Context: an optimization exercise on an open-source flow, tuned for small area. The choices shown serve that exercise and are no tape-out recipe.
Where RTL was checked, it was by simulation tests only, not by an equivalence proof against the original.
The flow treats the clock pin as an ideal source. Dropping or thinning the clock tree relies on that and would not hold on a real chip.
Power is estimated from default activity; no workload was simulated.

// drsstc_sfp_transceiver_top
module drsstc_sfp_transceiver_top (
    input           CLK_60M,
    input           RST_N,
    input   [7:0]   IN,
    output  [7:0]   OUT,
    input   [2:0]   LV_IN,
    output  [2:0]   LV_OUT,
    input   [7:0]   DIP_SW1,         
    input   [7:0]   DIP_SW2,         
    output  [1:0]   LED_TX,          
    output  [1:0]   LED_RX,          
    input           SFP_LOSS_SIG,    
    output          SFP_RATE_SEL,    
    output          SFP_TX_DIS_N,    
    input           SFP_TX_FLT,      
    input   [2:0]   SFP_MOD_DEF,     
    input           LVDS_DAT_OUT,    
    output          LVDS_DAT_IN,     
    output          LVDS_DRV_EN,     
    output          LVDS_RCV_EN_N,   
    output          TP1,
    output          TP2
    );
For scale: ~71 flip-flops, roughly 57 I/O pins, roughly 3700 um^2 of cells after synthesis.
export LEC_CHECK = 0
export CAP_MARGIN = 0
export CORE_MARGIN = 2
export CORE_UTILIZATION = 75
export PLACE_DENSITY = 0.85
export SLEW_MARGIN = 0
create_clock -name core_clock -period 16.0 [get_ports {CLK_60M}]
standard.sh (not shown) runs the stock make flow with config.mk's settings and CLKGATE_MAP_FILE= SYNTH_SCRIPT=/design/flow/synth_recipe.tcl, a recipe that flattens the netlist after the stock synthesis.
==> flow/flow/run.sh <==
#!/bin/bash
# Own layout flow: the standard flow (standard.sh), with
#  - synthesis mapped by an area-oriented ABC script (flow/abc_speed.script
#    stands in for ORFS's script of that name) and no adder cells, so ABC
#    maps all logic; registers are left as the standard synthesis makes them,
#  - port buffers of the smallest buffer cell,
#  - one tie cell for all constant outputs,
#  - a one-level clock tree (flow/cts_manual.tcl) in place of TritonCTS's.
# Each step's full output goes to a log file of its own in this folder;
# ORFS's per-stage logs are under orfs/logs/.
set -euo pipefail
W=$PWD

# Scripts folder: ORFS's scripts, with the ABC script replaced.
mkdir -p "$W/scripts_own"
for f in "$FLOW_HOME"/scripts/*; do
  ln -sfn "$f" "$W/scripts_own/$(basename "$f")"
done
rm -f "$W/scripts_own/abc_speed.script"
cp "$W/flow/abc_speed.script" "$W/scripts_own/abc_speed.script"

bash standard.sh SCRIPTS_DIR="$W/scripts_own" ADDER_MAP_FILE= synth > "$W/synth.log" 2>&1

# cts_hook.tcl runs before ORFS's CTS step and puts the one-level tree in
# place of its clock_tree_synthesis call.
cat > "$W/cts_hook.tcl" <<TCL
source $W/flow/cts_manual.tcl
rename clock_tree_synthesis tritoncts_unused
proc clock_tree_synthesis {args} { my_manual_cts }
TCL

export CTS_MAN_N=3
export CTS_MAN_CELL=sky130_fd_sc_hd__clkbuf_16
bash standard.sh \
  BUFFER_PORTS_ARGS="-buffer_cell sky130_fd_sc_hd__buf_1" \
  PRE_CTS_TCL="$W/cts_hook.tcl" \
  SKIP_REPAIR_TIE_FANOUT=1 \
  finish > "$W/layout.log" 2>&1
Other scripts of this flow, unchanged in this note and not shown: flow/flow/abc_speed.script, flow/flow/cts_manual.tcl
Change:
--- a/flow/flow/run.sh
+++ b/flow/flow/run.sh
@@ -21,3 +21,3 @@
 
-bash standard.sh SCRIPTS_DIR="$W/scripts_own" ADDER_MAP_FILE= synth > "$W/synth.log" 2>&1
+bash standard.sh SCRIPTS_DIR="$W/scripts_own" synth > "$W/synth.log" 2>&1
 
--- a/flow/config.mk
+++ b/flow/config.mk
@@ -7,6 +7,6 @@
 export LEC_CHECK = 0
-export CAP_MARGIN = 0
+export CAP_MARGIN = 20
 export CORE_MARGIN = 2
-export CORE_UTILIZATION = 75
-export PLACE_DENSITY = 0.85
-export SLEW_MARGIN = 0
+export CORE_UTILIZATION = 65
+export PLACE_DENSITY = 0.75
+export SLEW_MARGIN = 20
After rerunning: The changed run completed without violations. Cell count rises by roughly a tenth. Clock power climbs slightly. Routed wire length goes up by about a fifth. Clock skew hardly moves. Combinational power went down by a quarter to a third. Hold slack degrades by 68 ps.
Change:
--- a/flow/flow/run.sh
+++ b/flow/flow/run.sh
@@ -21,3 +21,3 @@
 
-bash standard.sh SCRIPTS_DIR="$W/scripts_own" synth > "$W/synth.log" 2>&1
+bash standard.sh SCRIPTS_DIR="$W/scripts_own" ADDER_MAP_FILE= synth > "$W/synth.log" 2>&1
 
Utilization hardly moves; global-route usage is lower by 0.86 points; total power is higher by about 8%; sequential power is higher by about 4%; combinational power is higher by 32%; cell count is lower by 10%; worst hold slack improves by 32 ps; wire length is lower by about 17%; sequential share of layout area is higher by 5.7 points.
In every run of this note, the design's own scripts or RTL, not TritonCTS, make the clock network.


tundra:
drsstc_sfp_transceiver_top, a different RTL version from the one above (not shown whole).
For scale: ~57 I/O pins, about 0.0036 mm^2 of cells after synthesis.
export LEC_CHECK = 0
export CAP_MARGIN = 20
export CORE_MARGIN = 2
export CORE_UTILIZATION = 65
export PLACE_DENSITY = 0.75
export SLEW_MARGIN = 20
create_clock -name core_clock -period 16.0 [get_ports {CLK_60M}]
==> flow/flow/run.sh <==
#!/bin/bash
# Own layout flow: the standard flow (standard.sh), with
#  - synthesis mapped by an area-oriented ABC script (flow/abc_speed.script
#    stands in for ORFS's script of that name) and no adder cells, so ABC
#    maps all logic; registers are left as the standard synthesis makes them,
#  - port buffers of the smallest buffer cell,
#  - one tie cell for all constant outputs,
#  - a one-level clock tree (flow/cts_manual.tcl) in place of TritonCTS's.
# Each step's full output goes to a log file of its own in this folder;
# ORFS's per-stage logs are under orfs/logs/.
set -euo pipefail
W=$PWD

# Scripts folder: ORFS's scripts, with the ABC script replaced.
mkdir -p "$W/scripts_own"
for f in "$FLOW_HOME"/scripts/*; do
  ln -sfn "$f" "$W/scripts_own/$(basename "$f")"
done
rm -f "$W/scripts_own/abc_speed.script"
cp "$W/flow/abc_speed.script" "$W/scripts_own/abc_speed.script"

bash standard.sh SCRIPTS_DIR="$W/scripts_own" ADDER_MAP_FILE= synth > "$W/synth.log" 2>&1

# cts_hook.tcl runs before ORFS's CTS step and puts the one-level tree in
# place of its clock_tree_synthesis call.
cat > "$W/cts_hook.tcl" <<TCL
source $W/flow/cts_manual.tcl
rename clock_tree_synthesis tritoncts_unused
proc clock_tree_synthesis {args} { my_manual_cts }
TCL

export CTS_MAN_N=3
export CTS_MAN_CELL=sky130_fd_sc_hd__clkbuf_16
bash standard.sh \
  BUFFER_PORTS_ARGS="-buffer_cell sky130_fd_sc_hd__buf_1" \
  PRE_CTS_TCL="$W/cts_hook.tcl" \
  SKIP_REPAIR_TIE_FANOUT=1 \
  finish > "$W/layout.log" 2>&1
==> flow/flow/abc_speed.script <==
strash
&get -n
&deepsyn -I 10 -T 10
&put
&get -n
&dch -f
&nf -a -R 1000
&put
Other scripts of this flow, unchanged in this note and not shown: flow/flow/cts_manual.tcl
tundra | stages: all done | timing, DRC, antenna: all pass
diff inputs: tundra => violet
==> flow/flow/abc_speed.script <==
strash
&get -n
&deepsyn -T 20
&put
&get -n
&dch -f
&nf -a -R 1000
&put
--- outcome ---
The post-detailed-route wirelength per cell of violet is higher than that of tundra.
violet — detailed-routing iteration count for the pre-antenna-repair pass 1 higher, tundra as reference
Routed wire length of violet exceeds that of tundra by a few percent.
No functional check of the RTL was part of any run of this note. No run of this note takes its clock network from TritonCTS; it comes from the design's own scripts or RTL.


Setup of alpha:
drsstc_sfp_transceiver_top, a different RTL version from the one above (not shown whole).
Size in the first run: roughly 70 flip-flops, ~57 I/O pins, ~3500 um^2 of cells after synthesis.
export LEC_CHECK = 0
export CAP_MARGIN = 20
export CORE_MARGIN = 2
export CORE_UTILIZATION = 65
export PLACE_DENSITY = 0.75
export SLEW_MARGIN = 20
create_clock -name core_clock -period 16.0 [get_ports {CLK_60M}]
==> flow/flow/run.sh <==
#!/bin/bash
# Own layout flow: the standard flow (standard.sh), with
#  - synthesis mapped by an area-oriented ABC script (flow/abc_area_seed.script
#    stands in for ORFS's abc_speed.script) and no adder cells, so ABC maps
#    all logic. The synthesis runs for 8 seeds of ABC's deepsyn, each with
#    three settings of ABC's mapper, and the smallest netlist is kept. Registers are left as the standard
#    synthesis makes them: ABC maps only the logic between them.
#  - port buffers of the smallest buffer cell,
#  - one tie cell for all constant outputs,
#  - a one-level clock tree (flow/cts_manual.tcl) in place of TritonCTS's.
# Each step's full output goes to a log file of its own in this folder;
# ORFS's per-stage logs are under orfs/logs/.
set -euo pipefail
W=$PWD
SEEDS="0 1 2 3 4 5 6 7 10 11 12 13 14 15 16 17 20 21 22 23 24 25 26 27"

synth_seed() {
  local s=$1
  local sd="$W/scripts_s$s"
  mkdir -p "$sd"
  for f in "$FLOW_HOME"/scripts/*; do
    ln -sfn "$f" "$sd/$(basename "$f")"
  done
  rm -f "$sd/abc_speed.script"
  # runs 0-7: deepsyn seed 0-7, plain area mapping; runs 10-17: deepsyn
  # seed 0-7, mapping with pin permutation and more area rounds; runs
  # 20-27: deepsyn seed 0-7, mapping with pin permutation
  local map="\\&nf -a -R 1000"
  if [ "$s" -ge 20 ]; then map="\\&nf -a -p -R 1000"
  elif [ "$s" -ge 10 ]; then map="\\&nf -a -p -F 10 -A 10 -C 32 -R 1000"; fi
  sed -e "s/@SEED@/$((s % 10))/" -e "s/@MAP@/$map/" "$W/flow/abc_area_seed.script" > "$sd/abc_speed.script"
  # standard.sh with its work folder moved to orfs_s<seed>
  sed "s|$W/orfs|$W/orfs_s$s|g" "$W/standard.sh" > "$W/standard_s$s.sh"
  bash "$W/standard_s$s.sh" SCRIPTS_DIR="$sd" ADDER_MAP_FILE= synth > "$W/synth_s$s.log" 2>&1
}

for s in $SEEDS; do
  synth_seed "$s" &
  # at most NUM_CORES at once
  while [ "$(jobs -rp | wc -l)" -ge "${NUM_CORES:-4}" ]; do wait -n; done
done
wait

best=""; best_area=""
for s in $SEEDS; do
  f="$W/orfs_s$s/reports/$FLOW_PLATFORM/drsstc_sfp_transceiver_top/base/synth_stat.txt"
  [ -f "$W/orfs_s$s/results/$FLOW_PLATFORM/drsstc_sfp_transceiver_top/base/1_synth.odb" ] || continue
  a=$(awk '/Chip area/ {print $NF}' "$f")
  echo "run $s: synthesis area $a" >> "$W/synth_choice.log"
  if [ -z "$best" ] || awk -v a="$a" -v b="$best_area" 'BEGIN {exit !(a < b)}'; then
    best=$s; best_area=$a
  fi
done
echo "kept run $best ($best_area)" >> "$W/synth_choice.log"
rm -rf "$W/orfs"
mv "$W/orfs_s$best" "$W/orfs"
for s in $SEEDS; do rm -rf "$W/orfs_s$s" "$W/scripts_s$s"; done

# cts_hook.tcl runs before ORFS's CTS step and puts the one-level tree in
# place of its clock_tree_synthesis call.
cat > "$W/cts_hook.tcl" <<TCL
source $W/flow/cts_manual.tcl
rename clock_tree_synthesis tritoncts_unused
proc clock_tree_synthesis {args} { my_manual_cts }
TCL

export CTS_MAN_N=4
export CTS_MAN_CELL=sky130_fd_sc_hd__clkbuf_8
bash standard.sh \
  BUFFER_PORTS_ARGS="-buffer_cell sky130_fd_sc_hd__buf_1" \
  PRE_CTS_TCL="$W/cts_hook.tcl" \
  SKIP_REPAIR_TIE_FANOUT=1 \
  finish > "$W/layout.log" 2>&1
==> flow/flow/cts_manual.tcl <==
# Clock buffering for a small design, in place of TritonCTS's H-tree: the
# clock port drives CTS_MAN_N buffers of type CTS_MAN_CELL, each driving one
# balanced k-means cluster of the registers' clock pins. Every register is one buffer
# from the port, so the tree adds no skew on purpose.
proc my_manual_cts {} {
  set nb $::env(CTS_MAN_N)
  set block [ord::get_db_block]
  set master [[ord::get_db] findMaster $::env(CTS_MAN_CELL)]
  set clk_port [get_full_name [lindex [get_property [lindex [all_clocks] 0] sources] 0]]
  set clk_net [[$block findBTerm $clk_port] getNet]
  set its {}
  foreach it [$clk_net getITerms] { lappend its $it }
  set pts {}
  foreach it $its {
    set xy [$it getAvgXY]
    lappend pts [list [lindex $xy 1] [lindex $xy 2]]
  }
  set n [llength $pts]
  # k-means, seeded by x order
  set sorted [lsort -integer -index 0 $pts]
  set cent {}
  for {set b 0} {$b < $nb} {incr b} {
    lappend cent [lindex $sorted [expr {int(($b + 0.5) * $n / $nb)}]]
  }
  for {set iter 0} {$iter < 50} {incr iter} {
    set asg {}
    foreach p $pts {
      set best 0; set bd -1
      for {set b 0} {$b < $nb} {incr b} {
        set c [lindex $cent $b]
        set d [expr {abs([lindex $p 0]-[lindex $c 0]) + abs([lindex $p 1]-[lindex $c 1])}]
        if {$bd < 0 || $d < $bd} { set bd $d; set best $b }
      }
      lappend asg $best
    }
    set new {}
    for {set b 0} {$b < $nb} {incr b} {
      set sx 0.0; set sy 0.0; set k 0
      foreach p $pts a $asg {
        if {$a == $b} { set sx [expr {$sx + [lindex $p 0]}]; set sy [expr {$sy + [lindex $p 1]}]; incr k }
      }
      if {$k > 0} { lappend new [list [expr {int($sx/$k)}] [expr {int($sy/$k)}]] } else { lappend new [lindex $cent $b] }
    }
    set cent $new
  }
  # balance the clusters: assign sink-centre pairs in order of distance,
  # each centre taking at most ceil(n/nb) sinks
  set cap [expr {($n + $nb - 1) / $nb}]
  set pairs {}
  set i 0
  foreach p $pts {
    for {set b 0} {$b < $nb} {incr b} {
      set c [lindex $cent $b]
      lappend pairs [list [expr {abs([lindex $p 0]-[lindex $c 0]) + abs([lindex $p 1]-[lindex $c 1])}] $i $b]
    }
    incr i
  }
  set pairs [lsort -integer -index 0 $pairs]
  set asg [lrepeat $n -1]
  set cnt [lrepeat $nb 0]
  foreach pr $pairs {
    set i [lindex $pr 1]; set b [lindex $pr 2]
    if {[lindex $asg $i] >= 0 || [lindex $cnt $b] >= $cap} { continue }
    lset asg $i $b
    lset cnt $b [expr {[lindex $cnt $b] + 1}]
  }
  for {set b 0} {$b < $nb} {incr b} {
    set sx 0.0; set sy 0.0; set k 0
    foreach p $pts a $asg {
      if {$a == $b} { set sx [expr {$sx + [lindex $p 0]}]; set sy [expr {$sy + [lindex $p 1]}]; incr k }
    }
    if {$k > 0} { lset cent $b [list [expr {int($sx/$k)}] [expr {int($sy/$k)}]] }
  }
  for {set b 0} {$b < $nb} {incr b} {
    set buf [odb::dbInst_create $block $master clkbuf_man_$b]
    set nn [odb::dbNet_create $block clknet_man_$b]
    $nn setSigType CLOCK
    foreach it $its a $asg {
      if {$a == $b} { $it disconnect; $it connect $nn }
    }
    [$buf findITerm A] connect $clk_net
    [$buf findITerm X] connect $nn
    set c [lindex $cent $b]
    $buf setLocation [lindex $c 0] [lindex $c 1]
    $buf setPlacementStatus PLACED
    puts "clock buffer $b: [llength [lsearch -all $asg $b]] sinks at $c"
  }
  set_propagated_clock [all_clocks]
}
Other scripts of this flow, unchanged in this note and not shown: flow/flow/abc_area_seed.script
Input changes introduced in beta (baseline for comparison: alpha):
Settings: a change of PLACE_DENSITY from 0.75 to 0.9; a change of CORE_UTILIZATION from 65 to 75; an added GPL_TIMING_DRIVEN of 0.
-- flow/flow/run.sh --
<<< alpha, line 4
#    stands in for ORFS's abc_speed.script) and no adder cells, so ABC maps
#    all logic. The synthesis runs for 8 seeds of ABC's deepsyn, each with
#    three settings of ABC's mapper, and the smallest netlist is kept. Registers are left as the standard
#    synthesis makes them: ABC maps only the logic between them.
#  - port buffers of the smallest buffer cell,
#  - one tie cell for all constant outputs,
>>> beta, line 4
#    stands in for ORFS's abc_speed.script) and no adder cells, so ABC maps
#    all logic. The synthesis runs for 8 seeds of ABC's deepsyn, each with
#    three settings of ABC's mapper, and the smallest netlist is kept.
#    Registers are left as the standard synthesis makes them: ABC maps only
#    the logic between them.
#  - placement that is not timing driven (the clock period leaves ample
#    slack), which saves the buffers its timing repair would add,
#  - port buffers of the smallest buffer cell,
#  - one tie cell for all constant outputs,
<<< alpha, line 67
export CTS_MAN_N=4
export CTS_MAN_CELL=sky130_fd_sc_hd__clkbuf_8
bash standard.sh \
  BUFFER_PORTS_ARGS="-buffer_cell sky130_fd_sc_hd__buf_1" \
  PRE_CTS_TCL="$W/cts_hook.tcl" \
>>> beta, line 70
export CTS_MAN_N=4
export CTS_MAN_CELL=sky130_fd_sc_hd__clkbuf_8
echo "remove_buffers" > "$W/gpl_hook.tcl"
bash standard.sh \
  PRE_GLOBAL_PLACE_TCL="$W/gpl_hook.tcl" \
  BUFFER_PORTS_ARGS="-buffer_cell sky130_fd_sc_hd__buf_1" \
  PRE_CTS_TCL="$W/cts_hook.tcl" \
## What came out
Lower final period demand of the worst path was reported by alpha, not beta. Re max-slew violation total from the final report: no difference whatsoever between beta and alpha. In the metrics for alpha and beta, the one carrying the higher routed wire length on met2 is beta. In the flow results for alpha and beta, the register-to-register slack is smaller on alpha. met3 usage in global routing for beta is lower than for alpha. The run with more setup slack is alpha; beta has less. Of alpha and beta, the lower total of fill cells in the finished design belongs to beta. Taking alpha as the reference point, the power of beta falls by about 0.4%. Compared with alpha, beta ends up with a smaller final cell area.
[inputs] gamma vs beta
Settings: GPL_TIMING_DRIVEN removed (was 0); PLACE_DENSITY changed from 0.9 to 0.75; CORE_UTILIZATION changed from 75 to 65.
-- flow/flow/run.sh --
<<< beta, line 4
#    stands in for ORFS's abc_speed.script) and no adder cells, so ABC maps
#    all logic. The synthesis runs for 8 seeds of ABC's deepsyn, each with
#    three settings of ABC's mapper, and the smallest netlist is kept.
#    Registers are left as the standard synthesis makes them: ABC maps only
#    the logic between them.
#  - placement that is not timing driven (the clock period leaves ample
#    slack), which saves the buffers its timing repair would add,
#  - port buffers of the smallest buffer cell,
#  - one tie cell for all constant outputs,
>>> gamma, line 4
#    stands in for ORFS's abc_speed.script) and no adder cells, so ABC maps
#    all logic. The synthesis runs for 8 seeds of ABC's deepsyn, each with
#    two settings of ABC's mapper, and the smallest netlist is kept. Registers are left as the standard
#    synthesis makes them: ABC maps only the logic between them.
#  - port buffers of the smallest buffer cell,
#  - one tie cell for all constant outputs,
<<< beta, line 16
set -euo pipefail
W=$PWD
SEEDS="0 1 2 3 4 5 6 7 10 11 12 13 14 15 16 17 20 21 22 23 24 25 26 27"

synth_seed() {
>>> gamma, line 13
set -euo pipefail
W=$PWD
SEEDS="0 1 2 3 4 5 6 7 10 11 12 13 14 15 16 17"

synth_seed() {
<<< beta, line 27
  rm -f "$sd/abc_speed.script"
  # runs 0-7: deepsyn seed 0-7, plain area mapping; runs 10-17: deepsyn
  # seed 0-7, mapping with pin permutation and more area rounds; runs
  # 20-27: deepsyn seed 0-7, mapping with pin permutation
  local map="\\&nf -a -R 1000"
  if [ "$s" -ge 20 ]; then map="\\&nf -a -p -R 1000"
  elif [ "$s" -ge 10 ]; then map="\\&nf -a -p -F 10 -A 10 -C 32 -R 1000"; fi
  sed -e "s/@SEED@/$((s % 10))/" -e "s/@MAP@/$map/" "$W/flow/abc_area_seed.script" > "$sd/abc_speed.script"
  # standard.sh with its work folder moved to orfs_s<seed>
>>> gamma, line 24
  rm -f "$sd/abc_speed.script"
  # runs 0-7: deepsyn seed 0-7, plain area mapping; runs 10-17: deepsyn
  # seed 0-7, mapping with pin permutation and more area rounds
  local map="\\&nf -a -R 1000"
  if [ "$s" -ge 10 ]; then map="\\&nf -a -p -F 10 -A 10 -C 32 -R 1000"; fi
  sed -e "s/@SEED@/$((s % 10))/" -e "s/@MAP@/$map/" "$W/flow/abc_area_seed.script" > "$sd/abc_speed.script"
  # standard.sh with its work folder moved to orfs_s<seed>
<<< beta, line 68
TCL

export CTS_MAN_N=4
export CTS_MAN_CELL=sky130_fd_sc_hd__clkbuf_8
echo "remove_buffers" > "$W/gpl_hook.tcl"
bash standard.sh \
  PRE_GLOBAL_PLACE_TCL="$W/gpl_hook.tcl" \
  BUFFER_PORTS_ARGS="-buffer_cell sky130_fd_sc_hd__buf_1" \
  PRE_CTS_TCL="$W/cts_hook.tcl" \
>>> gamma, line 63
TCL

export CTS_MAN_N=3
export CTS_MAN_CELL=sky130_fd_sc_hd__clkbuf_16
bash standard.sh \
  BUFFER_PORTS_ARGS="-buffer_cell sky130_fd_sc_hd__buf_1" \
  PRE_CTS_TCL="$W/cts_hook.tcl" \
-- flow/flow/cts_manual.tcl --
<<< beta, line 1
# Clock buffering for a small design, in place of TritonCTS's H-tree: the
# clock port drives CTS_MAN_N buffers of type CTS_MAN_CELL, each driving one
# balanced k-means cluster of the registers' clock pins. Every register is one buffer
# from the port, so the tree adds no skew on purpose.
proc my_manual_cts {} {
>>> gamma, line 1
# Clock buffering for a small design, in place of TritonCTS's H-tree: the
# clock port drives CTS_MAN_N buffers of type CTS_MAN_CELL, each driving one
# k-means cluster of the registers' clock pins. Every register is one buffer
# from the port, so the tree adds no skew on purpose.
proc my_manual_cts {} {
<<< beta, line 44
    set cent $new
  }
  # balance the clusters: assign sink-centre pairs in order of distance,
  # each centre taking at most ceil(n/nb) sinks
  set cap [expr {($n + $nb - 1) / $nb}]
  set pairs {}
  set i 0
  foreach p $pts {
    for {set b 0} {$b < $nb} {incr b} {
      set c [lindex $cent $b]
      lappend pairs [list [expr {abs([lindex $p 0]-[lindex $c 0]) + abs([lindex $p 1]-[lindex $c 1])}] $i $b]
    }
    incr i
  }
  set pairs [lsort -integer -index 0 $pairs]
  set asg [lrepeat $n -1]
  set cnt [lrepeat $nb 0]
  foreach pr $pairs {
    set i [lindex $pr 1]; set b [lindex $pr 2]
    if {[lindex $asg $i] >= 0 || [lindex $cnt $b] >= $cap} { continue }
    lset asg $i $b
    lset cnt $b [expr {[lindex $cnt $b] + 1}]
  }
  for {set b 0} {$b < $nb} {incr b} {
    set sx 0.0; set sy 0.0; set k 0
    foreach p $pts a $asg {
      if {$a == $b} { set sx [expr {$sx + [lindex $p 0]}]; set sy [expr {$sy + [lindex $p 1]}]; incr k }
    }
    if {$k > 0} { lset cent $b [list [expr {int($sx/$k)}] [expr {int($sy/$k)}]] }
  }
  for {set b 0} {$b < $nb} {incr b} {
    set buf [odb::dbInst_create $block $master clkbuf_man_$b]
>>> gamma, line 44
    set cent $new
  }
  for {set b 0} {$b < $nb} {incr b} {
    set buf [odb::dbInst_create $block $master clkbuf_man_$b]
## What came out
- beta: done, clean on timing, DRC and antenna
- gamma finished every step from synthesis to the final layout, and the layout passed the timing, design-rule and antenna checks.
- Compared with beta, row count in gamma increased by a little under 10%.
- In the reports for beta and gamma, the larger height of the die belongs to gamma.
- Delta (gamma minus beta): global routing met1 resource utilization moved down; sequential cell area fraction in the yosys report ~0 delta; relative area change from synthesis to final layout increased 1.3 points; number of ordinary inverters in the final layout rose 2.
- From beta to gamma the numbers moved as follows: proportion of synthesized area in mux cells has decreased; maximum ir drop on the vdd rail has increased; clock power share has increased; routed wire length has increased.
- gamma leaves more setup margin than beta.
In every run of this note, the design's own scripts or RTL, not TritonCTS, make the clock network.

==> afterwards: timing with drivers on the ports <==
How much do the figures lean on ideal ports? The routed layouts below were timed once more, with nothing changed but the port constraints.
Step 1 sets driving cells, clkbuf_16 on the clock port and buf_2 on the other inputs (assumed; they add their load-dependent delay and slew).
Step 2 also shifts input and output timing later by t, the mid clock arrival at the registers, as if the neighbouring blocks saw the same clock.
Three values: no drivers, after step 1, after step 2; two values: the first two.
| run | shift t [ns] | setup slack, ns | clock arrival spread, ns | slew at the worst register clock pin (ns) |
|---|---|---|---|---|
| the first run of note 1 | 0.214 | 9.013 / 8.984 / 8.984 | 0.035 / 0.035 | 0.11 / 0.11 |
| the second run of note 1 | 0.217 | 8.959 / 8.936 / 8.936 | 0.034 / 0.034 | 0.12 / 0.12 |
| the third run of note 1 | 0.210 | 8.996 / 8.977 / 8.977 | 0.011 / 0.010 | 0.09 / 0.09 |
| tundra | 0.215 | 9.036 / 9.016 / 9.016 | 0.029 / 0.029 | 0.11 / 0.11 |
| violet | 0.208 | 8.966 / 8.946 / 8.946 | 0.042 / 0.042 | 0.11 / 0.11 |
| alpha | 0.215 | 8.988 / 8.967 / 8.967 | 0.014 / 0.014 | 0.11 / 0.11 |
| beta | 0.213 | 8.898 / 8.876 / 8.876 | 0.018 / 0.018 | 0.11 / 0.11 |
| gamma | 0.210 | 8.927 / 8.904 / 8.904 | 0.013 / 0.013 | 0.09 / 0.09 |
After both steps every run listed still meets setup and hold. The setup slack of the first run of note 1, which loses most, moves by -0.029 ns with the drivers and by -0.029 ns with both steps.
